From an optimization exercise on the open Yosys and OpenROAD flow, aimed at small area and few clock cycles; shortcuts taken in it are not production practice. In this exercise RTL edits were held to simulation tests only and were not proved equivalent to the original. Power figures rest on the tool's default switching activity, not on a simulated workload.

==> flow/design.v, too long to show whole: its modules and the start of the top module <==
// module datapath: 43 lines
// module exec_unit: 1109 lines
// module fadd: 354 lines
// module regfile: 55 lines
// module rf_nand22: 3 lines
// module k_inv: 1 lines
// module k_nand2: 1 lines
// module k_nand3: 1 lines
// module k_nand4: 1 lines
// module k_nor2: 1 lines
// module k_and2: 1 lines
// module k_and3: 1 lines
// module k_and4: 1 lines
// module k_or2: 1 lines
// module k_nand2b: 1 lines
// module k_a21o: 1 lines
// module k_a22o: 1 lines
// module k_a22oi: 1 lines
// module k_a222oi: 3 lines
// module k_mux2i: 1 lines
// module k_xor2: 1 lines
// module k_xnor2: 1 lines
// module k_ha: 1 lines
// module k_fa: 4 lines
// module k_dff: 1 lines
module datapath(
    input clk,
    input rst,
    output [9:0] imem_addr,
    input [31:0] imem_rdata,
    output [9:0] dmem_addr,
    output [31:0] dmem_wdata,
    output dmem_we,
    input [31:0] dmem_rdata,
    output done
);
  // ...
==> flow/flow/run.sh <==
#!/bin/bash
set -euo pipefail
export BUFFER_PORTS_ARGS="-buffer_cell sky130_fd_sc_hd__buf_1"
sed -E 's/(CAP|SLEW)_MARGIN=[0-9.]+/\1_MARGIN=0/g' standard.sh > standard_m0.sh
bash standard_m0.sh cts > flow_to_cts.log 2>&1
bash standard.sh > flow_finish.log 2>&1
==> flow/standard.sh <==
#!/bin/bash
# synth_recipe.tcl (not shown) runs the flow's synth.tcl, then flattens the netlist and writes it again
# the make line also repeats each setting of config.mk as NAME=value (left out here)
make -C /OpenROAD-flow-scripts/flow DESIGN_CONFIG=/design/flow/config.mk WORK_HOME=/design/flow/orfs CLKGATE_MAP_FILE= SYNTH_SCRIPT=/design/flow/synth_recipe.tcl "${@:-finish}"
==> flow/config.mk <==
export PLATFORM = sky130hd
export DESIGN_NAME = datapath
export DESIGN_NICKNAME = datapath
export VERILOG_FILES = /design/flow/design.v
export SDC_FILE = /design/flow/constraint.sdc
export NUM_CORES = 8
export LEC_CHECK = 0
export CAP_MARGIN = 25
export CORE_MARGIN = 2
export CORE_UTILIZATION = 58
export CTS_BUF_LIST = sky130_fd_sc_hd__clkbuf_8
export CTS_CLUSTER_DIAMETER = 70
export CTS_CLUSTER_SIZE = 16
export GPL_TIMING_DRIVEN = 0
export PLACE_DENSITY = 0.63
export SLEW_MARGIN = 25
export SYNTH_HIERARCHICAL = 1
export SYNTH_MINIMUM_KEEP_SIZE = 0
==> flow/constraint.sdc <==
create_clock -name core_clock -period 25.0 [get_ports {clk}]
set_input_delay 5.0000 -clock core_clock [delete_from_list [all_inputs] [get_ports {clk}]]
set_output_delay 5.0000 -clock core_clock [all_outputs]
set_load 0.01 [all_outputs]
==> results by group, run 1 <==
Yosys
  • Flip-flop and latch count after synthesis: 2050
  • Synthesized-area fraction occupied by and/or/nand/nor cells: 0.0706
  • Number of enable-type register cells in the synthesized netlist: 0
  • Cell taking the most area after synthesis: dfxtp_1
  • Xor and xnor area share after synthesis: 0.0134
  • Cell with the most instances after synthesis: dfxtp_1

Finish
  • Proportion of layout cells with a drive suffix above 1: 0.0903
  • Highest-count cells in the layout ignoring fill and taps: dfxtp_1, a22o_1, a222oi_1
  • Combined flip-flop and latch cell area: 0.0410 mm²
  • Final cell area excluding filler cells: 0.0965 mm²
  • Multi-input logic portion of the cell area: 0.478
  • Number of multi-input logic gates: 5342
  • Post-layout utilization of the core: 0.636

Global routing
  • Global-route wire length before repair: 632000 µm
  • Met3 track utilization from global routing: 0.330

Routing
  • Average vias per placed instance: 8.98
  • Number of nets with antenna violations after routing: 0
  • Vias: 92300

Floorplanning
  • Placement row count: 143
  • Number of tap cells added at floorplan: 2030
  • Overall die width: 394 µm
  • Area inside the core boundary: 0.152 mm²

STA
  • Worst-Margin Slew: 1.36 ns
  • RSZ-0062 raised after global routing: false

Power
  • Cell-internal power: 3.94 mW
  • LEAKAGE: 35.8 nW

Hold path
  • Min-Delay Path Class: flip-flop to flip-flop

Status
  • Outcome: timing/DRC/antenna clean

Placement
  • Area post-placement: 0.0932 mm²
  • Setup Slack @ Placement: 2.39 ns

Clocking
  • Sinks on Clock Net: 2050
  • Clock tree root buffer cell: clkbuf_8

Worst setup path
  • Critical Path Sink Type: flip-flop
Testbench counts, summed over its fixed seeds: cycles 77,903.
==> module regfile, before the edit <==
module regfile(
    input clk, rst,
    input [5:0] ra, rb,
    input we,
    input [5:0] wa,
    input [31:0] wda,        
    input [31:0] wdb,        
    output [31:0] da, db
);
    localparam N = 62;
    wire [N-1:0] sa, sb, sat, sbt, sw, swt, swn, swk;
    wire [31:0] q [0:N-1];
    wire rstn = ~rst;
    wire [7:0] whi, wlo, ahi, alo, bhi, blo;
    genvar r, b, k;
    generate for (k = 0; k < 8; k = k + 1) begin : pre
        assign whi[k] = we & rstn & (wa[5:3] == k);
        assign wlo[k] = (wa[2:0] == k);
        assign ahi[k] = (ra[5:3] == k);
        assign alo[k] = (ra[2:0] == k);
        assign bhi[k] = (rb[5:3] == k);
        assign blo[k] = (rb[2:0] == k);
    end endgenerate
    generate for (r = 0; r < N; r = r + 1) begin : row
        localparam [5:0] IDX = (r < 31) ? r + 1 : r + 2;
        k_nand2 en(.a(whi[IDX >> 3]), .b(wlo[IDX & 7]), .y(swt[r]));
        k_inv enb(.a(swt[r]), .y(sw[r]));              
        k_nand2 hld(.a(swt[r]), .b(rstn), .y(swk[r]));
        k_inv hldb(.a(swk[r]), .y(swn[r]));            
        k_nand2 ra_(.a(ahi[IDX >> 3]), .b(alo[IDX & 7]), .y(sat[r]));
        k_inv rab(.a(sat[r]), .y(sa[r]));
        k_nand2 rb_(.a(bhi[IDX >> 3]), .b(blo[IDX & 7]), .y(sbt[r]));
        k_inv rbb(.a(sbt[r]), .y(sb[r]));
        for (b = 0; b < 32; b = b + 1) begin : c
            wire d;
            k_a22o h(.a1(q[r][b]), .a2(swn[r]), .b1((r < 31) ? wda[b] : wdb[b]), .b2(sw[r]), .y(d));
            k_dff f(.clk(clk), .d(d), .q(q[r][b]));
        end
    end endgenerate
    generate for (b = 0; b < 32; b = b + 1) begin : col
        wire [21:0] ya, yb;
        for (k = 0; k < 20; k = k + 1) begin : g3
            k_a222oi pa(.a1(q[3*k][b]), .a2(sa[3*k]), .b1(q[3*k+1][b]), .b2(sa[3*k+1]),
                        .c1(q[3*k+2][b]), .c2(sa[3*k+2]), .y(ya[k]));
            k_a222oi pb(.a1(q[3*k][b]), .a2(sb[3*k]), .b1(q[3*k+1][b]), .b2(sb[3*k+1]),
                        .c1(q[3*k+2][b]), .c2(sb[3*k+2]), .y(yb[k]));
        end
        k_nand2 pa60(.a(q[60][b]), .b(sa[60]), .y(ya[20]));
        k_nand2 pa61(.a(q[61][b]), .b(sa[61]), .y(ya[21]));
        k_nand2 pb60(.a(q[60][b]), .b(sb[60]), .y(yb[20]));
        k_nand2 pb61(.a(q[61][b]), .b(sb[61]), .y(yb[21]));
        rf_nand22 oa(.y(ya), .o(da[b]));
        rf_nand22 ob(.y(yb), .o(db[b]));
    end endgenerate
endmodule
==> run 2: changes to the inputs <==
--- a/flow/design.v
+++ b/flow/design.v
@@ -1555,12 +1555,22 @@
         k_nand2 pa61(.a(q[61][b]), .b(sa[61]), .y(ya[21]));
         k_nand2 pb60(.a(q[60][b]), .b(sb[60]), .y(yb[20]));
         k_nand2 pb61(.a(q[61][b]), .b(sb[61]), .y(yb[21]));
-        rf_nand22 oa(.y(ya), .o(da[b]));
-        rf_nand22 ob(.y(yb), .o(db[b]));
+        rf_or22 oa(.y(ya), .o(da[b]));
+        rf_or22 ob(.y(yb), .o(db[b]));
     end endgenerate
 endmodule
-module rf_nand22(input [21:0] y, output o);
-    assign o = ~&y;
+module rf_or22(input [21:0] y, output o);
+    wire [5:0] t;
+    wire [2:0] u;
+    genvar i;
+    generate for (i = 0; i < 5; i = i + 1) begin : l1
+        k_nand4 n(.a(y[4*i]), .b(y[4*i+1]), .c(y[4*i+2]), .d(y[4*i+3]), .y(t[i]));
+    end endgenerate
+    k_nand2 n5(.a(y[20]), .b(y[21]), .y(t[5]));
+    k_nor2 m0(.a(t[0]), .b(t[1]), .y(u[0]));
+    k_nor2 m1(.a(t[2]), .b(t[3]), .y(u[1]));
+    k_nor2 m2(.a(t[4]), .b(t[5]), .y(u[2]));
+    k_nand3 f(.a(u[0]), .b(u[1]), .c(u[2]), .y(o));
 endmodule
 module k_inv(input a, output y); assign y = ~a; endmodule
 module k_nand2(input a, input b, output y); assign y = ~(a & b); endmodule
==> flow/flow/run.sh (replaced) <==
#!/bin/bash
set -euo pipefail
export BUFFER_PORTS_ARGS="-buffer_cell sky130_fd_sc_hd__buf_1"
sed -E 's/(CAP|SLEW)_MARGIN=[0-9.]+/\1_MARGIN=0/g' standard.sh > standard_m0.sh
bash standard_m0.sh synth > flow_synth.log 2>&1
export DONT_USE_CELLS="sky130_fd_sc_hd__buf_8 sky130_fd_sc_hd__buf_12 sky130_fd_sc_hd__buf_16 sky130_fd_sc_hd__bufbuf_8 sky130_fd_sc_hd__bufbuf_16 sky130_fd_sc_hd__clkbuf_16"
bash standard_m0.sh cts > flow_to_cts.log 2>&1
bash standard.sh > flow_finish.log 2>&1
==> run 2 against run 1 <==
Effect of this change: combinational power about the same; critical endpoint is now rf.row[45].c[25].f.q; critical path depth increased by 4; routed wire length decreased by 3.8%; die area increased by 0.36%.
==> results by group, run 2 <==
Power
  • Proportion of power drawn by flip-flops and latches: 0.610 (was 0.609)
  • IR drop worst, VDD: 0.0000534 V (was 0.0000543 V)
  • Clk pwr share: 0.323 (was 0.325)
  • LEAKAGE: 36.7 nW (was 35.8 nW)
  • Relative contribution of combinational cells to total power: 0.066 (was 0.067)
  • Cell area power density: 55.6 mW/mm² (was 55.9 mW/mm²)
  • Switching share of power: 0.266 (was 0.269)
  • Switching power summed over all nets: 1.43 mW (was 1.45 mW)
  • Power, Total: 5.38 mW (was 5.40 mW)
  • Cell-internal power: 3.95 mW (was 3.94 mW)

Worst setup path
  • Longest individual stage delay on the worst path: 0.93 ns (was 1.27 ns)
  • Category of the most critical setup path: flip-flop to flip-flop (unchanged)
  • Crit path required time: 25.85 ns (was 25.87 ns)
  • Standard cell with the maximum stage delay on the critical path: o31ai_4 (was nor4_1)
  • Arrival time of data at the critical path endpoint: 23.33 ns (was 24.82 ns)
  • Cell seen most often among critical-path stages: a21o_1 (unchanged)
  • Critical-path maximum fanout: 32 (unchanged)
  • Critical Path Sink Type: flip-flop (unchanged)
  • Setup crit start kind: flip-flop (unchanged)

Finish
  • Proportion of layout cells with a drive suffix above 1: 0.0842 (was 0.0903)
  • Area growth from synthesis to layout: 9.15% (was 9.14%)
  • Reg with most FFs: rf.row.c.f.q (unchanged)
  • Fillers: 12300 (was 12600)
  • Regs by FF count: rf.row.c.f.q x1984, IR x32, PC x32 (unchanged)
  • Nets: 8581 (was 8386)
  • Flip-flop count of the largest register after layout: 1984 (unchanged)
  • Leading cell type in the layout, fill and taps excluded: dfxtp_1 (unchanged)
  • Highest-count cells in the layout ignoring fill and taps: dfxtp_1, a22o_1, a222oi_1 (unchanged)

Yosys
  • Average footprint of a synthesized cell: 11.1 µm² (was 11.3 µm²)
  • Most numerous cell types in the synthesized netlist: dfxtp_1, a22o_1, a222oi_1 (unchanged)
  • Number of enable-type register cells in the synthesized netlist: 0 (unchanged)
  • Synth unique cells: 69 (unchanged)
  • Total of warnings raised by yosys: 11 (unchanged)
  • Post-Synthesis Cells: 7989 (was 7797)
  • Cell taking the most area after synthesis: dfxtp_1 (unchanged)
  • Cell with the most instances after synthesis: dfxtp_1 (unchanged)
  • Flip-flop and latch count after synthesis: 2050 (unchanged)
  • Post-Syn Nets: 8194 (was 8002)
  • Post-synth top area share: 0.462 (was 0.464)
  • Biggest area contributors in the synthesized netlist: dfxtp_1, a22o_1, a222oi_1, mux2i_1, nand4_1 (unchanged)
  • Share of async-settable or async-resettable flops after synthesis: 0.000488 (unchanged)
  • Flip-flop cell with the highest count after synthesis: dfxtp_1 (unchanged)
  • Seq/Total Area, Yosys: 0.463 (was 0.464)
  • Post-synthesis cell area: 0.0887 mm² (was 0.0884 mm²)

Clocking
  • Clock tree root buffer cell: clkbuf_8 (unchanged)
  • Clock buffer count from CTS: 153 (was 152)
  • Maximum count of clock buffers along a single path: 3 (unchanged)
  • Setup Fix Bufs, Post-CTS: 0 (unchanged)
  • Worst skew pair latency: 0.99 ns (was 1.01 ns)
  • CTS tree: done (unchanged)
  • Sinks on Clock Net: 2050 (unchanged)
  • Number of instances resized during post-cts repair: 0 (unchanged)
  • Maximum level of the CTS H-tree: 4 (unchanged)
  • Number of buffers added to fix hold violations after cts: 0 (unchanged)
  • CTS clk-pin slew, worst paths: 0.09 ns (was 0.10 ns)

Global routing
  • Pin count of the biggest net entering global routing: 44 (unchanged)
  • Number of global-route vias before repair: 85200 (was 84400)
  • Global-route wire length before repair: 613000 µm (was 632000 µm)
  • Number of antenna violations at the first check in global routing: 27 (was 43)
  • GRT Total Usage: 0.532 (was 0.557)
  • Aggregate global routing overflow: 0 (unchanged)

Placement
  • Total of buffers placed on input and output ports: 119 (unchanged)
  • Estimated wirelength of the detail-placed design: 260000 µm (was 277000 µm)
  • Global placement routability congestion: 1.08 (was 1.09)

STA
  • Final setup viols: 0 (unchanged)
  • Total count of hold-check failures in the final report: 0 (unchanged)
  • Worst-Margin Slew: 1.17 ns (was 1.36 ns)
  • Final period demand of the worst path: 22.48 ns (was 23.95 ns)
  • Worst clock skew on the final layout: 0.0958 ns (was 0.0682 ns)
  • Relative max-transition margin: 0.201 (was 0.0874)
  • Max-slew violation count: 0 (unchanged)
  • RSZ-0062 raised after global routing: false (unchanged)
  • Setup TNS: 0 ns (unchanged)
  • Peak clock frequency supported by timing: 0.0445 GHz (was 0.0418 GHz)
  • Final hold slack: 0.502 ns (was 0.501 ns)
  • Period utilization: 0.899 (was 0.958)

Floorplanning
  • Overall die width: 395 µm (was 394 µm)
  • Area inside the core boundary: 0.152 mm² (about the same)
  • Placement row count: 143 (unchanged)
  • I/O pin cnt: 120 (unchanged)
  • Total Die Area: 0.156 mm² (about the same)
  • Y dimension of the die: 395 µm (was 394 µm)
  • Starting Density: 0.584 (was 0.583)

Routing
  • Total wire length after detailed routing: 442000 µm (was 460000 µm)
  • Drt first-iter violations: 24100 (was 24600)
  • Average vias per placed instance: 8.78 (was 8.98)
  • Length of the first detailed-routing pass in iterations: 22 (was 23)
  • Number of DRC violations after detailed routing: 0 (unchanged)
  • Number of nets with antenna violations after routing: 0 (unchanged)
  • Drt wl/cell: 42.3 µm (was 44.7 µm)
  • Vias: 91800 (was 92300)

Status
  • Outcome: timing/DRC/antenna clean (unchanged)

Flow run
  • Max-cap violation count: 0 (unchanged)

Hold path
  • Min-Delay Path Class: flip-flop to flip-flop (unchanged)
## run 2: changes by cell type in the layout (fill, tap and decap cells not counted), sizes merged
| cell | change |
|---|---|
| and4 | -64 |
| buf | +6 |
| clkbuf | -5 |
| clkinv | -8 |
| clkinvlp | +1 |
| diode | -21 |
| inv | +8 |
| nand2 | +64 |
| nand3 | +64 |
| nor2 | +192 |
| nor4 | -64 |
## run 2: worst paths after layout
path                            startpoint                    to  slack [ns]  depth (start not counted)
worst min register to register      PC[31]                PC[31]        0.50                          2
worst min-delay path                PC[31]                PC[31]        0.50                          2
max in group asynchronous              rst                   run       20.77                          2
worst max register to register        IRfp  rf.row[45].c[25].f.q        2.52                         80
min in group asynchronous              rst                   run        4.12                          2
worst max-delay path                  IRfp  rf.row[45].c[25].f.q        2.52                         80
## run 2: metrics by stage
step	utilization	setup WS, ns	cells	instance area, µm²
2_1_floorplan	-	3.03	7989	88700
3_3_place_gp	0.604	-6.93	10100	91700
3_5_place_dp	0.613	3.30	10200	93200
4_1_cts	0.630	3.21	10400	95700
5_1_grt	0.637	2.40	10400	96800
6_report	0.637	2.52	10500	96800
## run 2: layout make-up
type	instances	area, µm²	share of cell area
Clock buffer	157	2160	0.0223
Clock inverter	30	344	0.00355
Multi-Input combinational cell	5534	46200	0.477
Antenna cell	18	45.0	0.000465
Inverter	355	1340	0.0138
Timing Repair Buffer	232	2780	0.0287
Buffer	50	349	0.00360
Sequential cell	2050	41000	0.424
Tap cell	2030	2540	0.0262
## run 2: modules after synthesis, one instance, submodules excluded, a selection
module / cells / copies in the design
k_nor2: 1 / 202
k_ha: 1 / 86
k_dff: 1 / 1984
k_mux2i: 1 / 237
k_or2: 1 / 4
k_a21o: 1 / 64
exec_unit: 152 / 1
k_a22oi: 1 / 16
k_nand4: 1 / 320
k_xnor2: 1 / 35
k_nand2b: 1 / 5
k_nand2: 1 / 504
k_a22o: 1 / 2035
k_and3: 1 / 24
datapath: 73 / 1
k_and4: 1 / 8
## run 2: per-layer routing
metal  GRT usage  wire [µm]  up-vias
met5      0.0102        344        -
met4       0.423      44700       28
met3       0.239      77800     2239
met2       0.734     172000     9291
met1       0.636     148000    44200
li1            -          -    36000
## run 2: kinds of logic after synthesis
| kind of cell | count (synthesis) | share of synthesized area |
|---|---|---|
| other cells | 1 | 0.0000423 |
| mux | 247 | 0.0281 |
| fa+ha+maj | 140 | 0.0236 |
| flops | 2050 | 0.463 |
| simple gates | 1360 | 0.0739 |
| buf+inv | 405 | 0.0190 |
| xor+xnor | 132 | 0.0134 |
| compound gates | 3654 | 0.379 |
## run 2: worst max-delay path: cells and delay by family (launching register included)
kind                     cells  cell delay [ns]
buffers and inverters        5             1.50
AO/OA/AOI/OAI               54            12.82
flip-flops                   1             0.83
adder cells (fa/ha/maj)      4             1.35
multiplexers                 5             1.59
XOR/XNOR                     4             0.90
AND/OR/NAND/NOR              8             3.29
## run 2: power groups by stage
stage               combinational (mW)  clock [mW]  sequential, mW
finish                           0.357        1.74            3.28
global route                     0.352        1.84            3.28
CTS                              0.318        1.72            3.28
detailed placement               0.317           0            3.36
global placement                 0.303           0            3.36
floorplan                        0.171           0            3.35
Testbench counts of run 2, summed over its fixed seeds: cycles 77,903.
==> run 3: changes to the inputs <==
==> flow/flow/run.sh (replaced) <==
#!/bin/bash
set -euo pipefail
here=$(pwd)
export BUFFER_PORTS_ARGS="-buffer_cell sky130_fd_sc_hd__buf_1"
cat > config_du.mk <<C
include $here/config.mk
export DONT_USE_CELLS += sky130_fd_sc_hd__buf_8 sky130_fd_sc_hd__buf_12 sky130_fd_sc_hd__buf_16 sky130_fd_sc_hd__bufbuf_8 sky130_fd_sc_hd__bufbuf_16 sky130_fd_sc_hd__clkbuf_16
C
sed -E 's/(CAP|SLEW)_MARGIN=[0-9.]+/\1_MARGIN=0/g' standard.sh > standard_m0.sh
sed -E "s#DESIGN_CONFIG=[^ ]+#DESIGN_CONFIG=$here/config_du.mk#" standard_m0.sh > standard_m0_du.sh
sed -E "s#DESIGN_CONFIG=[^ ]+#DESIGN_CONFIG=$here/config_du.mk#" standard.sh > standard_du.sh
bash standard_m0.sh synth > flow_synth.log 2>&1
bash standard_m0_du.sh cts > flow_to_cts.log 2>&1
bash standard_du.sh > flow_finish.log 2>&1
--- a/flow/config.mk
+++ b/flow/config.mk
@@ -9,8 +9,8 @@
 export CORE_MARGIN = 2
 export CORE_UTILIZATION = 58
 export CTS_BUF_LIST = sky130_fd_sc_hd__clkbuf_8
-export CTS_CLUSTER_DIAMETER = 70
-export CTS_CLUSTER_SIZE = 16
+export CTS_CLUSTER_DIAMETER = 60
+export CTS_CLUSTER_SIZE = 14
 export GPL_TIMING_DRIVEN = 0
 export PLACE_DENSITY = 0.63
 export SLEW_MARGIN = 25
==> run 3 against run 2 <==
Effect of this change: still clean; routed wire length increased by 0.12%; total power increased by 1.8%; setup slack improved by 0.13 ns; clock power increased by 6%; die area unchanged; critical endpoint is now rf.row[9].c[27].f.q; highest routed layer unchanged.
==> results by group, run 3 <==
Hold path
  • Number of instances on the worst hold path: 2 (unchanged)
  • Min-Delay Path Class: flip-flop to flip-flop (unchanged)

Floorplanning
  • Placement row count: 143 (unchanged)
  • Y dimension of the die: 395 µm (unchanged)
  • Total Die Area: 0.156 mm² (unchanged)
  • Overall die width: 395 µm (unchanged)
  • Area inside the core boundary: 0.152 mm² (unchanged)
  • Starting Density: 0.584 (unchanged)
  • I/O pin cnt: 120 (unchanged)

Worst setup path
  • Setup crit start kind: flip-flop (unchanged)
  • Number of cell instances on the worst register-to-register path: 80 (unchanged)
  • Standard cell with the maximum stage delay on the critical path: o31ai_4 (unchanged)
  • Critical path buffer and inverter count: 5 (unchanged)
  • Longest individual stage delay on the worst path: 0.90 ns (was 0.93 ns)
  • Critical Path Sink Type: flip-flop (unchanged)
  • Setup slack, reg-to-reg: 2.65 ns (was 2.52 ns)
  • Number of logic stages on the critical path including buffering: 80 (unchanged)
  • Category of the most critical setup path: flip-flop to flip-flop (unchanged)
  • Arrival time of data at the critical path endpoint: 23.20 ns (was 23.33 ns)
  • Crit-path leading delay family: compound AO/OA/AOI/OAI gates (unchanged)
  • Crit path required time: 25.85 ns (about the same)
  • Worst setup path endpoint: rf.row[9].c[27].f.q (was rf.row[45].c[25].f.q)
  • Cell seen most often among critical-path stages: a21o_1 (unchanged)
  • Critical-path maximum fanout: 32 (unchanged)
  • First element of the critical path: IRfp (unchanged)
  • Reg-to-Reg Start: IRfp (unchanged)
  • Endpoint of the worst-slack reg-to-reg timing path: rf.row[9].c[27].f.q (was rf.row[45].c[25].f.q)

Yosys
  • Post-Synthesis Cells: 7989 (unchanged)
  • Number of enable-type register cells in the synthesized netlist: 0 (unchanged)
  • Biggest area contributors in the synthesized netlist: dfxtp_1, a22o_1, a222oi_1, mux2i_1, nand4_1 (unchanged)
  • Synth unique cells: 69 (unchanged)
  • Total of warnings raised by yosys: 11 (unchanged)
  • Average footprint of a synthesized cell: 11.1 µm² (unchanged)
  • Post-synth top area share: 0.462 (unchanged)
  • Post-synthesis cell area: 0.0887 mm² (unchanged)
  • Cell with the most instances after synthesis: dfxtp_1 (unchanged)
  • Most numerous cell types in the synthesized netlist: dfxtp_1, a22o_1, a222oi_1 (unchanged)
  • Seq/Total Area, Yosys: 0.463 (unchanged)
  • Cell taking the most area after synthesis: dfxtp_1 (unchanged)
  • Flip-flop and latch count after synthesis: 2050 (unchanged)
  • Flip-flop cell with the highest count after synthesis: dfxtp_1 (unchanged)
  • Share of async-settable or async-resettable flops after synthesis: 0.000488 (unchanged)
  • Post-Syn Nets: 8194 (unchanged)

STA
  • Setup TNS: 0 ns (unchanged)
  • Max-slew violation count: 0 (unchanged)
  • Worst clock skew on the final layout: 0.0779 ns (was 0.0958 ns)
  • Total count of hold-check failures in the final report: 0 (unchanged)
  • Worst-Margin Slew: 1.25 ns (was 1.17 ns)
  • Final setup viols: 0 (unchanged)
  • Slack of the critical path: 2.65 ns (was 2.52 ns)
  • Period utilization: 0.894 (was 0.899)
  • Peak clock frequency supported by timing: 0.0448 GHz (was 0.0445 GHz)
  • Final period demand of the worst path: 22.35 ns (was 22.48 ns)
  • Relative max-transition margin: 0.164 (was 0.201)
  • RSZ-0062 raised after global routing: false (unchanged)

Finish
  • Area growth from synthesis to layout: 8.17% (was 9.15%)
  • Leading cell type in the layout, fill and taps excluded: dfxtp_1 (unchanged)
  • Proportion of layout cells with a drive suffix above 1: 0.0862 (was 0.0842)
  • Nets: 8594 (was 8581)
  • Final cell area excluding filler cells: 0.0960 mm² (was 0.0968 mm²)
  • Highest-count cells in the layout ignoring fill and taps: dfxtp_1, a22o_1, a222oi_1 (unchanged)
  • Flip-flop count of the largest register after layout: 1984 (unchanged)
  • Regs by FF count: rf.row.c.f.q x1984, IR x32, PC x32 (unchanged)
  • Reg with most FFs: rf.row.c.f.q (unchanged)
  • Post-layout utilization of the core: 0.632 (was 0.637)

Routing
  • Length of the first detailed-routing pass in iterations: 22 (unchanged)
  • Number of nets with antenna violations after routing: 0 (unchanged)
  • Average vias per placed instance: 8.78 (about the same)
  • Number of DRC violations after detailed routing: 0 (unchanged)
  • Drt first-iter violations: 24400 (was 24100)
  • Total wire length after detailed routing: 443000 µm (was 442000 µm)
  • Vias: 91900 (was 91800)
  • Drt wl/cell: 42.3 µm (about the same)

Global routing
  • Global-route wire length before repair: 612000 µm (was 613000 µm)
  • Number of global-route vias before repair: 85400 (was 85200)
  • Pin count of the biggest net entering global routing: 44 (unchanged)
  • Number of antenna violations at the first check in global routing: 23 (was 27)
  • Aggregate global routing overflow: 0 (unchanged)
  • GRT Total Usage: 0.532 (about the same)

Clocking
  • Sinks on Clock Net: 2050 (unchanged)
  • Setup Fix Bufs, Post-CTS: 0 (unchanged)
  • CTS clk-pin slew, worst paths: 0.10 ns (was 0.09 ns)
  • Maximum level of the CTS H-tree: 4 (unchanged)
  • CTS tree: done (unchanged)
  • Maximum count of clock buffers along a single path: 3 (unchanged)
  • Clock tree root buffer cell: clkbuf_8 (unchanged)
  • Number of buffers added to fix hold violations after cts: 0 (unchanged)
  • Worst skew pair latency: 1.01 ns (was 0.99 ns)
  • Number of instances resized during post-cts repair: 0 (unchanged)
  • Clock buffer count from CTS: 173 (was 153)

Power
  • LEAKAGE: 36.6 nW (was 36.7 nW)
  • Cell area power density: 57.1 mW/mm² (was 55.6 mW/mm²)
  • IR drop worst, VDD: 0.0000706 V (was 0.0000534 V)

Flow run
  • Max-cap violation count: 0 (unchanged)

Placement
  • Total of buffers placed on input and output ports: 119 (unchanged)
  • Setup Slack @ Placement: 3.47 ns (was 3.30 ns)
  • Estimated wirelength of the detail-placed design: 259000 µm (was 260000 µm)
  • Global placement routability congestion: 1.08 (unchanged)
  • Area post-placement: 0.0925 mm² (was 0.0932 mm²)

Status
  • Outcome: timing/DRC/antenna clean (unchanged)
## run 3: power breakdown
group	total (mW)	switching, mW	internal [mW]
Sequential	3.28	0.0142	3.27
Clock	1.85	1.18	0.671
Combinational	0.346	0.275	0.0717
## run 3: cells by family after synthesis
group / Yosys count / synth area share
flops: 2050 / 0.463
compound gates: 3654 / 0.379
xor+xnor: 132 / 0.0134
simple gates: 1360 / 0.0739
other cells: 1 / 0.0000423
buf+inv: 405 / 0.0190
fa+ha+maj: 140 / 0.0236
mux: 247 / 0.0281
## run 3: worst min path at each step
stage / to / start / slack (ns)
floorplan: PC[26] / PC[26] / 0.47
global placement: PC[28] / PC[28] / 0.48
detailed placement: PC[26] / PC[26] / 0.49
CTS: PC[31] / PC[31] / 0.50
global route: rf.row[34].c[24].f.q / rf.row[34].c[24].f.q / 0.53
finish: PC[26] / PC[26] / 0.50
## run 3: worst reg2reg max path, delay by kind of cell, from the launching register on
family / cells / cell delay, ns
xor gates and xnor gates: 4 / 0.89
AOI/OAI and AO/OA: 54 / 12.78
and+or+nand+nor: 8 / 3.30
DFF: 1 / 0.80
adders and majority gates: 4 / 1.31
muxes: 5 / 1.62
buffers and inverters: 5 / 1.55
## run 3: area by class of cell
| class | instances | area [µm²] |
|---|---|---|
| Timing Repair Buffer | 225 | 1560 |
| Tap cell | 2030 | 2540 |
| Buffer | 50 | 349 |
| Inverter | 355 | 1340 |
| Sequential cell | 2050 | 41000 |
| Clock buffer | 180 | 2480 |
| Multi-Input combinational cell | 5534 | 46300 |
| Clock inverter | 37 | 377 |
| Fill cell | 12400 | 55900 |
| Antenna cell | 12 | 30.0 |
## run 3: stage by stage
stage          std cells  hold WS [ns]  total power [mW]
3_5_place_dp       10200         0.489              3.67
6_report           10500         0.503              5.48
3_3_place_gp       10100         0.478              3.66
2_1_floorplan       7989         0.470              3.52
5_1_grt            10500         0.526              5.57
4_1_cts            10400         0.503              5.42
## run 3: modules after synthesis, one instance, submodules excluded, excerpt
module / times used / flip-flops and latches / cells inside
regfile: 1 / 0 / 59
k_a22o: 2035 / 0 / 1
k_a22oi: 16 / 0 / 1
exec_unit: 1 / 0 / 152
k_nand2: 504 / 0 / 1
k_dff: 1984 / 1 / 1
k_fa: 45 / 0 / 1
fadd: 1 / 0 / 186
k_a21o: 64 / 0 / 1
## run 3: layer usage
metal	global-route usage	up-vias	routed length [µm]
li1	-	36000	-
met5	0.00185	-	189
met1	0.644	44200	148000
met4	0.425	18	45300
met2	0.727	9404	171000
met3	0.234	2323	77800
==> run 4: changes to the inputs <==
--- a/flow/config.mk
+++ b/flow/config.mk
@@ -9,8 +9,8 @@
 export CORE_MARGIN = 2
 export CORE_UTILIZATION = 58
 export CTS_BUF_LIST = sky130_fd_sc_hd__clkbuf_8
-export CTS_CLUSTER_DIAMETER = 60
-export CTS_CLUSTER_SIZE = 14
+export CTS_CLUSTER_DIAMETER = 50
+export CTS_CLUSTER_SIZE = 12
 export GPL_TIMING_DRIVEN = 0
 export PLACE_DENSITY = 0.63
 export SLEW_MARGIN = 25
==> run 4 against run 3 <==
Effect of this change: still clean on timing, DRC and antenna; non-clock buffer count grew 4; core utilization grew 0.39 points; clock-buffer cell count grew 35; sequential cell count is the same; hold slack gained 0.00055 ns; clock power grew 9%; clock skew shrank 0.014 ns; routed wire length is essentially flat; synthesized area is the same; cell count grew 0.52%; die area is the same; sequential share of layout area shrank 0.26 points; critical endpoint is now rf.row[3].c[27].f.q; largest cell class unchanged; largest power group unchanged; highest routed layer unchanged.
==> results by group, run 4 <==
Status
  • Outcome: timing/DRC/antenna clean (unchanged)

Floorplanning
  • Overall die width: 395 µm (unchanged)
  • Starting Density: 0.584 (unchanged)
  • Area inside the core boundary: 0.152 mm² (unchanged)
  • Placement row count: 143 (unchanged)
  • I/O pin cnt: 120 (unchanged)
  • Y dimension of the die: 395 µm (unchanged)
  • Total Die Area: 0.156 mm² (unchanged)

STA
  • Period utilization: 0.890 (was 0.894)
  • Total count of hold-check failures in the final report: 0 (unchanged)
  • Relative max-transition margin: 0.173 (was 0.164)
  • RSZ-0062 raised after global routing: false (unchanged)
  • Setup TNS: 0 ns (unchanged)
  • Max-slew violation count: 0 (unchanged)
  • Final period demand of the worst path: 22.26 ns (was 22.35 ns)
  • Peak clock frequency supported by timing: 0.0449 GHz (was 0.0448 GHz)
  • Final setup viols: 0 (unchanged)
  • Worst-Margin Slew: 1.24 ns (was 1.25 ns)
  • Worst clock skew on the final layout: 0.0635 ns (was 0.0779 ns)

Worst setup path
  • Standard cell with the maximum stage delay on the critical path: o31ai_4 (unchanged)
  • Crit-path leading delay family: compound AO/OA/AOI/OAI gates (unchanged)
  • Setup slack, reg-to-reg: 2.74 ns (was 2.65 ns)
  • Arrival time of data at the critical path endpoint: 23.16 ns (was 23.20 ns)
  • Longest individual stage delay on the worst path: 0.90 ns (about the same)
  • Endpoint of the worst-slack reg-to-reg timing path: rf.row[3].c[27].f.q (was rf.row[9].c[27].f.q)
  • Reg-to-Reg Start: IRfp (unchanged)
  • Worst setup path endpoint: rf.row[3].c[27].f.q (was rf.row[9].c[27].f.q)
  • Category of the most critical setup path: flip-flop to flip-flop (unchanged)
  • Crit path required time: 25.91 ns (was 25.85 ns)
  • Number of logic stages on the critical path including buffering: 80 (unchanged)
  • First element of the critical path: IRfp (unchanged)
  • Cell seen most often among critical-path stages: a21o_1 (unchanged)
  • Critical Path Sink Type: flip-flop (unchanged)
  • Critical path buffer and inverter count: 5 (unchanged)
  • Setup crit start kind: flip-flop (unchanged)
  • Number of cell instances on the worst register-to-register path: 80 (unchanged)
  • Critical-path maximum fanout: 32 (unchanged)

Routing
  • Vias: 92100 (was 91900)
  • Drt wl/cell: 42.1 µm (was 42.3 µm)
  • Total wire length after detailed routing: 443000 µm (about the same)
  • Length of the first detailed-routing pass in iterations: 22 (unchanged)
  • Drt first-iter violations: 24500 (was 24400)
  • Number of nets with antenna violations after routing: 0 (unchanged)
  • Average vias per placed instance: 8.75 (was 8.78)
  • Number of DRC violations after detailed routing: 0 (unchanged)

Finish
  • Highest-count cells in the layout ignoring fill and taps: dfxtp_1, a22o_1, a222oi_1 (unchanged)
  • Reg with most FFs: rf.row.c.f.q (unchanged)
  • Area growth from synthesis to layout: 8.83% (was 8.17%)
  • Nets: 8627 (was 8594)
  • Flip-flop count of the largest register after layout: 1984 (unchanged)
  • Regs by FF count: rf.row.c.f.q x1984, IR x32, PC x32 (unchanged)
  • Leading cell type in the layout, fill and taps excluded: dfxtp_1 (unchanged)
  • Proportion of layout cells with a drive suffix above 1: 0.0913 (was 0.0862)

Yosys
  • Cell with the most instances after synthesis: dfxtp_1 (unchanged)
  • Post-synth top area share: 0.462 (unchanged)
  • Post-synthesis cell area: 0.0887 mm² (unchanged)
  • Share of async-settable or async-resettable flops after synthesis: 0.000488 (unchanged)
  • Post-Syn Nets: 8194 (unchanged)
  • Synth unique cells: 69 (unchanged)
  • Flip-flop cell with the highest count after synthesis: dfxtp_1 (unchanged)
  • Flip-flop and latch count after synthesis: 2050 (unchanged)
  • Total of warnings raised by yosys: 11 (unchanged)
  • Cell taking the most area after synthesis: dfxtp_1 (unchanged)
  • Biggest area contributors in the synthesized netlist: dfxtp_1, a22o_1, a222oi_1, mux2i_1, nand4_1 (unchanged)
  • Number of enable-type register cells in the synthesized netlist: 0 (unchanged)
  • Seq/Total Area, Yosys: 0.463 (unchanged)
  • Most numerous cell types in the synthesized netlist: dfxtp_1, a22o_1, a222oi_1 (unchanged)
  • Post-Synthesis Cells: 7989 (unchanged)
  • Average footprint of a synthesized cell: 11.1 µm² (unchanged)

Flow run
  • Max-cap violation count: 0 (unchanged)

Hold path
  • Min-Delay Path Class: flip-flop to flip-flop (unchanged)

Clocking
  • Number of instances resized during post-cts repair: 0 (unchanged)
  • Worst skew pair latency: 1.04 ns (was 1.01 ns)
  • Setup Fix Bufs, Post-CTS: 0 (unchanged)
  • Clock buffer count from CTS: 202 (was 173)
  • Maximum level of the CTS H-tree: 4 (unchanged)
  • Clock tree root buffer cell: clkbuf_8 (unchanged)
  • CTS tree: done (unchanged)
  • Sinks on Clock Net: 2050 (unchanged)
  • Number of buffers added to fix hold violations after cts: 0 (unchanged)
  • CTS clk-pin slew, worst paths: 0.09 ns (was 0.10 ns)
  • Maximum count of clock buffers along a single path: 3 (unchanged)

Placement
  • Global placement routability congestion: 1.08 (unchanged)
  • Total of buffers placed on input and output ports: 119 (unchanged)
  • Estimated wirelength of the detail-placed design: 259000 µm (unchanged)

Global routing
  • GRT Total Usage: 0.534 (was 0.532)
  • Number of antenna violations at the first check in global routing: 25 (was 23)
  • Global-route wire length before repair: 613000 µm (was 612000 µm)
  • Aggregate global routing overflow: 0 (unchanged)
  • Pin count of the biggest net entering global routing: 44 (unchanged)
  • Number of global-route vias before repair: 85800 (was 85400)

Power
  • LEAKAGE: 36.9 nW (was 36.6 nW)
  • Power, Total: 5.65 mW (was 5.48 mW)
  • Cell area power density: 58.5 mW/mm² (was 57.1 mW/mm²)
  • IR drop worst, VDD: 0.0000583 V (was 0.0000706 V)
run 4: changes by cell type in the layout (fill, tap and decap cells not counted), sizes merged:
cell	before	now
diode	12	19
bufinv	0	4
clkinv	11	9
buf	269	273
clkinvlp	5	10
inv	376	377
clkbuf	186	221
run 4: layout make-up:
type	count	area, µm²
Fill cell	12400	55400
Multi-Input combinational cell	5534	46200
Sequential cell	2050	41000
Clock buffer	215	2960
Tap cell	2030	2540
Timing Repair Buffer	229	1600
Inverter	355	1340
Clock inverter	45	430
Buffer	50	349
Antenna cell	19	47.5
run 4: cells by family after synthesis:
family                   share of synthesized area
multiplexers                                0.0281
other                                    0.0000423
adder cells (fa/ha/maj)                     0.0236
XOR/XNOR                                    0.0134
buffers and inverters                       0.0190
flip-flops                                   0.463
AO/OA/AOI/OAI                                0.379
AND/OR/NAND/NOR                             0.0739
run 4: worst register-to-register path: cells and delay by family (launching register included):
| kind | cells | cell delay, ns |
|---|---|---|
| compound gates | 54 | 12.83 |
| xor+xnor | 4 | 0.88 |
| fa+ha+maj | 4 | 1.32 |
| buf+inv | 5 | 1.54 |
| flops | 1 | 0.82 |
| mux | 5 | 1.59 |
| simple gates | 8 | 3.16 |
run 4: worst min path at each step:
stage	startpoint	endpoint	slack (ns)	cells past startpoint
after global placement	PC[28]	PC[28]	0.48	2
after detailed placement	PC[26]	PC[26]	0.49	2
after global routing	rf.row[34].c[24].f.q	rf.row[34].c[24].f.q	0.52	1
after CTS	PC[31]	PC[31]	0.50	2
after floorplan	PC[26]	PC[26]	0.47	2
final	PC[26]	PC[26]	0.50	2
run 4: layer usage:
layer	share of wire	routed length [µm]	track usage
met4	0.10	44600	0.424
met3	0.18	77900	0.252
met2	0.39	172000	0.730
met1	0.33	148000	0.636
met5	0.00032	141	0.00493
run 4: modules after synthesis (local to each module, per instance), excerpt:
| module | area, µm² | cells | flops+latches | times used |
|---|---|---|---|---|
| k_dff | 20.0 | 1 | 1 | 1984 |
| k_inv | 3.75 | 1 | 0 | 332 |
| k_ha | 12.5 | 1 | 0 | 86 |
| k_nor2 | 3.75 | 1 | 0 | 202 |
| k_nand4 | 6.26 | 1 | 0 | 320 |
| k_nand3 | 5.00 | 1 | 0 | 90 |
| datapath | 1380 | 73 | 66 | 1 |
| fadd | 1280 | 186 | 0 | 1 |
| k_fa | 20.0 | 1 | 0 | 45 |
run 4: power by group:
part | leakage (nW) | switching, mW | internal, mW
Combinational | 18.6 | 0.275 | 0.0720
Clock | 1.76 | 1.20 | 0.824
Sequential | 16.5 | 0.0140 | 3.27
Total | 36.9 | 1.49 | 4.16
run 4: through the flow:
step	std cells	hold slack, ns	util	setup slack, ns	instance area (µm²)
finish	10500	0.504	0.636	2.74	96600
global route	10500	0.524	0.635	2.54	96500
CTS	10500	0.502	0.631	3.38	95900
detailed placement	10200	0.489	0.609	3.47	92500
global placement	10100	0.478	0.604	-6.93	91700
floorplan	7989	0.470	-	3.03	88700
==> run 5: changes to the inputs <==
--- a/flow/design.v
+++ b/flow/design.v
@@ -1555,22 +1555,12 @@
         k_nand2 pa61(.a(q[61][b]), .b(sa[61]), .y(ya[21]));
         k_nand2 pb60(.a(q[60][b]), .b(sb[60]), .y(yb[20]));
         k_nand2 pb61(.a(q[61][b]), .b(sb[61]), .y(yb[21]));
-        rf_or22 oa(.y(ya), .o(da[b]));
-        rf_or22 ob(.y(yb), .o(db[b]));
+        rf_nand22 oa(.y(ya), .o(da[b]));
+        rf_nand22 ob(.y(yb), .o(db[b]));
     end endgenerate
 endmodule
-module rf_or22(input [21:0] y, output o);
-    wire [5:0] t;
-    wire [2:0] u;
-    genvar i;
-    generate for (i = 0; i < 5; i = i + 1) begin : l1
-        k_nand4 n(.a(y[4*i]), .b(y[4*i+1]), .c(y[4*i+2]), .d(y[4*i+3]), .y(t[i]));
-    end endgenerate
-    k_nand2 n5(.a(y[20]), .b(y[21]), .y(t[5]));
-    k_nor2 m0(.a(t[0]), .b(t[1]), .y(u[0]));
-    k_nor2 m1(.a(t[2]), .b(t[3]), .y(u[1]));
-    k_nor2 m2(.a(t[4]), .b(t[5]), .y(u[2]));
-    k_nand3 f(.a(u[0]), .b(u[1]), .c(u[2]), .y(o));
+module rf_nand22(input [21:0] y, output o);
+    assign o = ~&y;
 endmodule
 module k_inv(input a, output y); assign y = ~a; endmodule
 module k_nand2(input a, input b, output y); assign y = ~(a & b); endmodule
--- a/flow/flow/run.sh
+++ b/flow/flow/run.sh
@@ -4,7 +4,7 @@
 export BUFFER_PORTS_ARGS="-buffer_cell sky130_fd_sc_hd__buf_1"
 cat > config_du.mk <<C
 include $here/config.mk
-export DONT_USE_CELLS += sky130_fd_sc_hd__buf_8 sky130_fd_sc_hd__buf_12 sky130_fd_sc_hd__buf_16 sky130_fd_sc_hd__bufbuf_8 sky130_fd_sc_hd__bufbuf_16 sky130_fd_sc_hd__clkbuf_16
+export DONT_USE_CELLS += sky130_fd_sc_hd__buf_8 sky130_fd_sc_hd__buf_12 sky130_fd_sc_hd__buf_16 sky130_fd_sc_hd__bufbuf_8 sky130_fd_sc_hd__bufbuf_16 sky130_fd_sc_hd__clkbuf_16 sky130_fd_sc_hd__bufinv_8 sky130_fd_sc_hd__bufinv_16
 C
 sed -E 's/(CAP|SLEW)_MARGIN=[0-9.]+/\1_MARGIN=0/g' standard.sh > standard_m0.sh
 sed -E "s#DESIGN_CONFIG=[^ ]+#DESIGN_CONFIG=$here/config_du.mk#" standard_m0.sh > standard_m0_du.sh
==> flow/config.mk (replaced) <==
export PLATFORM = sky130hd
export DESIGN_NAME = datapath
export DESIGN_NICKNAME = datapath
export VERILOG_FILES = /design/flow/design.v
export SDC_FILE = /design/flow/constraint.sdc
export NUM_CORES = 8
export LEC_CHECK = 0
export CAP_MARGIN = 20
export CORE_MARGIN = 2
export CORE_UTILIZATION = 58
export CTS_BUF_LIST = sky130_fd_sc_hd__clkbuf_8
export CTS_CLUSTER_DIAMETER = 70
export CTS_CLUSTER_SIZE = 16
export GPL_TIMING_DRIVEN = 0
export PLACE_DENSITY = 0.63
export SLEW_MARGIN = 20
export SYNTH_HIERARCHICAL = 1
export SYNTH_MINIMUM_KEEP_SIZE = 0
==> run 5 against run 4 <==
Effect of this change: largest power group unchanged; non-clock buffer count shrank 14; first-iteration DRC count grew 0.58%; critical endpoint is now rf.row[35].c[12].f.q; combinational power is essentially flat; critical path depth shrank 2; synthesized area shrank 0.36%; setup slack lost 1.5 ns; register-to-register slack lost 1.5 ns; the layout now fails its checks (max-capacitance violations, max-slew violations); sequential cell count is the same; critical path type unchanged; clock skew grew 0.020 ns; clock power shrank 14%; via count is essentially flat.
==> results by group, run 5 <==
Status
  • Outcome: failed layout checks (was timing/DRC/antenna clean)
  • Blocking Checks: max-capacitance violations, max-slew violations

STA
  • RSZ-0062 raised after global routing: false (unchanged)
  • Final period demand of the worst path: 23.79 ns (was 22.26 ns)
  • Worst clock skew on the final layout: 0.0833 ns (was 0.0635 ns)
  • Period utilization: 0.952 (was 0.890)
  • Final setup viols: 0 (unchanged)
  • Relative max-transition margin: -0.123 (was 0.173)
  • Final hold slack: 0.499 ns (was 0.504 ns)
  • Worst-Margin Slew: 1.67 ns (was 1.24 ns)
  • Total count of hold-check failures in the final report: 0 (unchanged)
  • Max-slew violation count: 3 (was 0)
  • Setup TNS: 0 ns (unchanged)
  • Peak clock frequency supported by timing: 0.0420 GHz (was 0.0449 GHz)

Worst setup path
  • Setup slack, reg-to-reg: 1.21 ns (was 2.74 ns)
  • Cell seen most often among critical-path stages: a21o_1 (unchanged)
  • Endpoint of the worst-slack reg-to-reg timing path: rf.row[35].c[12].f.q (was rf.row[3].c[27].f.q)
  • Critical-path maximum fanout: 32 (unchanged)
  • Number of cell instances on the worst register-to-register path: 78 (was 80)
  • Standard cell with the maximum stage delay on the critical path: dfxtp_1 (was o31ai_4)
  • Category of the most critical setup path: flip-flop to flip-flop (unchanged)
  • Critical Path Sink Type: flip-flop (unchanged)
  • Crit path required time: 25.90 ns (was 25.91 ns)
  • Arrival time of data at the critical path endpoint: 24.69 ns (was 23.16 ns)
  • Longest individual stage delay on the worst path: 1.08 ns (was 0.90 ns)
  • Setup crit start kind: flip-flop (unchanged)
  • Reg-to-Reg Start: IR[19] (was IRfp)

Routing
  • Total wire length after detailed routing: 460000 µm (was 443000 µm)
  • Number of nets with antenna violations after routing: 0 (unchanged)
  • Length of the first detailed-routing pass in iterations: 22 (unchanged)
  • Vias: 92200 (was 92100)
  • Drt wl/cell: 44.8 µm (was 42.1 µm)
  • Average vias per placed instance: 8.99 (was 8.75)
  • Number of DRC violations after detailed routing: 0 (unchanged)
  • Drt first-iter violations: 24700 (was 24500)

Finish
  • Flip-flop count of the largest register after layout: 1984 (unchanged)
  • Reg with most FFs: rf.row.c.f.q (unchanged)
  • Regs by FF count: rf.row.c.f.q x1984, IR x32, PC x32 (unchanged)
  • Leading cell type in the layout, fill and taps excluded: dfxtp_1 (unchanged)
  • Final cell area excluding filler cells: 0.0953 mm² (was 0.0966 mm²)
  • Nets: 8371 (was 8627)
  • Highest-count cells in the layout ignoring fill and taps: dfxtp_1, a22o_1, a222oi_1 (unchanged)
  • Fillers: 12600 (was 12400)
  • Area growth from synthesis to layout: 7.77% (was 8.83%)
  • Proportion of layout cells with a drive suffix above 1: 0.0877 (was 0.0913)

Clocking
  • Worst skew pair latency: 1.06 ns (was 1.04 ns)
  • CTS tree: done (unchanged)
  • Maximum level of the CTS H-tree: 4 (unchanged)
  • Maximum count of clock buffers along a single path: 3 (unchanged)
  • Clock buffer count from CTS: 152 (was 202)
  • Sinks on Clock Net: 2050 (unchanged)
  • CTS clk-pin slew, worst paths: 0.10 ns (was 0.09 ns)
  • Number of instances resized during post-cts repair: 0 (unchanged)
  • Setup Fix Bufs, Post-CTS: 0 (unchanged)
  • Clock tree root buffer cell: clkbuf_8 (unchanged)
  • Number of buffers added to fix hold violations after cts: 0 (unchanged)

Placement
  • Area post-placement: 0.0924 mm² (was 0.0925 mm²)
  • Global placement routability congestion: 1.09 (was 1.08)
  • Total of buffers placed on input and output ports: 119 (unchanged)
  • Estimated wirelength of the detail-placed design: 276000 µm (was 259000 µm)

Floorplanning
  • Overall die width: 394 µm (was 395 µm)
  • I/O pin cnt: 120 (unchanged)
  • Placement row count: 143 (unchanged)
  • Total Die Area: 0.156 mm² (about the same)
  • Y dimension of the die: 394 µm (was 395 µm)
  • Starting Density: 0.583 (was 0.584)
  • Area inside the core boundary: 0.152 mm² (about the same)

Global routing
  • Number of antenna violations at the first check in global routing: 44 (was 25)
  • Pin count of the biggest net entering global routing: 44 (unchanged)
  • Aggregate global routing overflow: 0 (unchanged)
  • GRT Total Usage: 0.557 (was 0.534)
  • Global-route wire length before repair: 631000 µm (was 613000 µm)
  • Number of global-route vias before repair: 84200 (was 85800)

Yosys
  • Cell taking the most area after synthesis: dfxtp_1 (unchanged)
  • Flip-flop cell with the highest count after synthesis: dfxtp_1 (unchanged)
  • Post-synth top area share: 0.464 (was 0.462)
  • Cell with the most instances after synthesis: dfxtp_1 (unchanged)
  • Total of warnings raised by yosys: 11 (unchanged)
  • Synth unique cells: 69 (unchanged)
  • Flip-flop and latch count after synthesis: 2050 (unchanged)
  • Number of enable-type register cells in the synthesized netlist: 0 (unchanged)
  • Average footprint of a synthesized cell: 11.3 µm² (was 11.1 µm²)
  • Share of async-settable or async-resettable flops after synthesis: 0.000488 (unchanged)
  • Most numerous cell types in the synthesized netlist: dfxtp_1, a22o_1, a222oi_1 (unchanged)
  • Post-synthesis cell area: 0.0884 mm² (was 0.0887 mm²)
  • Post-Syn Nets: 8002 (was 8194)
  • Biggest area contributors in the synthesized netlist: dfxtp_1, a22o_1, a222oi_1, mux2i_1, nand4_1 (unchanged)
  • Post-Synthesis Cells: 7797 (was 7989)
  • Seq/Total Area, Yosys: 0.464 (was 0.463)

Power
  • IR drop worst, VDD: 0.0000587 V (was 0.0000583 V)
  • LEAKAGE: 35.4 nW (was 36.9 nW)
  • Cell area power density: 56.4 mW/mm² (was 58.5 mW/mm²)
  • Power, Total: 5.37 mW (was 5.65 mW)

Hold path
  • Destination of the worst hold path: PC[31] (was PC[26])
  • Start point of the worst hold path: PC[31] (was PC[26])
  • Min-Delay Path Class: flip-flop to flip-flop (unchanged)
  • Number of instances on the worst hold path: 2 (unchanged)

Flow run
  • Max-cap violation count: 2 (was 0)
## run 5: logic make-up after synthesis
group | Yosys count | share of synthesized area
compound gates | 3654 | 0.381
mux | 247 | 0.0282
fa+ha+maj | 140 | 0.0237
buf+inv | 405 | 0.0191
simple gates | 1168 | 0.0706
xor+xnor | 132 | 0.0134
flops | 2050 | 0.464
other cells | 1 | 0.0000424
## run 5: power breakdown
part | internal (mW) | switching [mW] | total [mW]
Combinational | 0.0707 | 0.279 | 0.350
Sequential | 3.27 | 0.0156 | 3.28
Clock | 0.576 | 1.16 | 1.73
## run 5: final cells by class
class	count	area [µm²]	area share
diodes	25	62.6	0.000657
plain buffers	50	349	0.00366
clock buffers	153	2110	0.0221
clock inverters	34	329	0.00345
inverters	355	1340	0.0140
multi-input cells	5342	46100	0.484
flip-flops and latches	2050	41000	0.431
well taps	2030	2540	0.0267
repair buffers	215	1390	0.0146
## run 5: worst max-delay path, delay by kind of cell (launching register included)
kind	cells	cell delay (ns)
AND/OR/NAND/NOR	10	5.23
flip-flops	1	1.08
buffers and inverters	4	1.66
XOR/XNOR	2	0.29
multiplexers	9	2.43
AO/OA/AOI/OAI	51	12.14
adder cells (fa/ha/maj)	2	0.71
## run 5: layer usage
layer / GRT usage / up-vias / wire length [µm]
li1: - / 35600 / -
met1: 0.639 / 44800 / 149000
met2: 0.747 / 9469 / 174000
met3: 0.332 / 2257 / 89900
met4: 0.413 / 56 / 45200
met5: 0.0520 / - / 1540
## run 5: how the worst max path moves through the flow
stage,start,slack (ns),end
2_1_floorplan,IR[28],3.03,rf.row[0].c[25].f.q
3_3_place_gp,IR[28],-7.18,rf.row[37].c[27].f.q
3_5_place_dp,IRfp,2.39,rf.row[3].c[20].f.q
4_1_cts,IRfp,2.25,rf.row[18].c[20].f.q
5_1_grt,IR[19],1.44,rf.row[49].c[23].f.q
6_report,IR[19],1.21,rf.row[35].c[12].f.q
## run 5: Yosys stat by module, one instance, submodules excluded, a selection
module     copies in the design  area (µm²)  flops+latches  cells inside
rf_nand22                    64        46.3              0             7
k_dff                      1984        20.0              1             1
k_a22oi                      16        12.5              0             1
k_mux2i                     237        10.0              0             1
k_a222oi                   1464        10.0              0             1
k_xor2                       64        8.76              0             1
k_and4                        8        8.76              0             1
k_and3                       24        6.26              0             1
k_nand3                      26        5.00              0             1
k_nand2                     440        3.75              0             1
## run 5: per-stage QoR
| stage | instances | util | setup slack [ns] |
|---|---|---|---|
| floorplan | 7797 | - | 3.03 |
| global placement | 9946 | 0.602 | -7.18 |
| detailed placement | 10000 | 0.609 | 2.39 |
| CTS | 10200 | 0.625 | 2.25 |
| global route | 10200 | 0.628 | 1.44 |
| finish | 10300 | 0.628 | 1.21 |
Testbench counts of run 5, summed over its fixed seeds: cycles 77,903.

separate check: timing with driven ports:
No port has a modelled driver above. Below, the same layouts with a new extraction and two added sets of constraints. Step 1 (the two cells are an assumption about what drives the block):
set clk [get_ports {clk}]
set_driving_cell -lib_cell sky130_fd_sc_hd__clkbuf_16 $clk
set_driving_cell -lib_cell sky130_fd_sc_hd__buf_2 [delete_from_list [all_inputs] $clk]
Step 2 moves the port delays by t, midway between the first and last clock arrival at a register: inputs arrive t later, outputs are due t later. That takes back most of the time a late clock gives input paths. Three values: ideal, step 1, step 2; two values: the first two.
| run | t, ns | slack for setup (ns) | hold slack, ns | worst setup path after step 2 | pins driven straight from the clock port |
|---|---|---|---|---|---|
| run 1 | 1.071 | 1.049 / 1.049 / 1.049 | 0.501 / 0.501 / 0.501 | register to register | 1 |
| run 2 | 1.029 | 2.523 / 2.523 / 2.523 | 0.502 / 0.502 / 0.502 | register to register | 1 |
| run 3 | 1.057 | 2.654 / 2.654 / 2.654 | 0.503 / 0.503 / 0.503 | register to register | 1 |
| run 4 | 1.099 | 2.744 / 2.744 / 2.744 | 0.504 / 0.504 / 0.504 | register to register | 1 |
| run 5 | 1.110 | 1.210 / 1.210 / 1.210 | 0.499 / 0.499 / 0.499 | register to register | 1 |
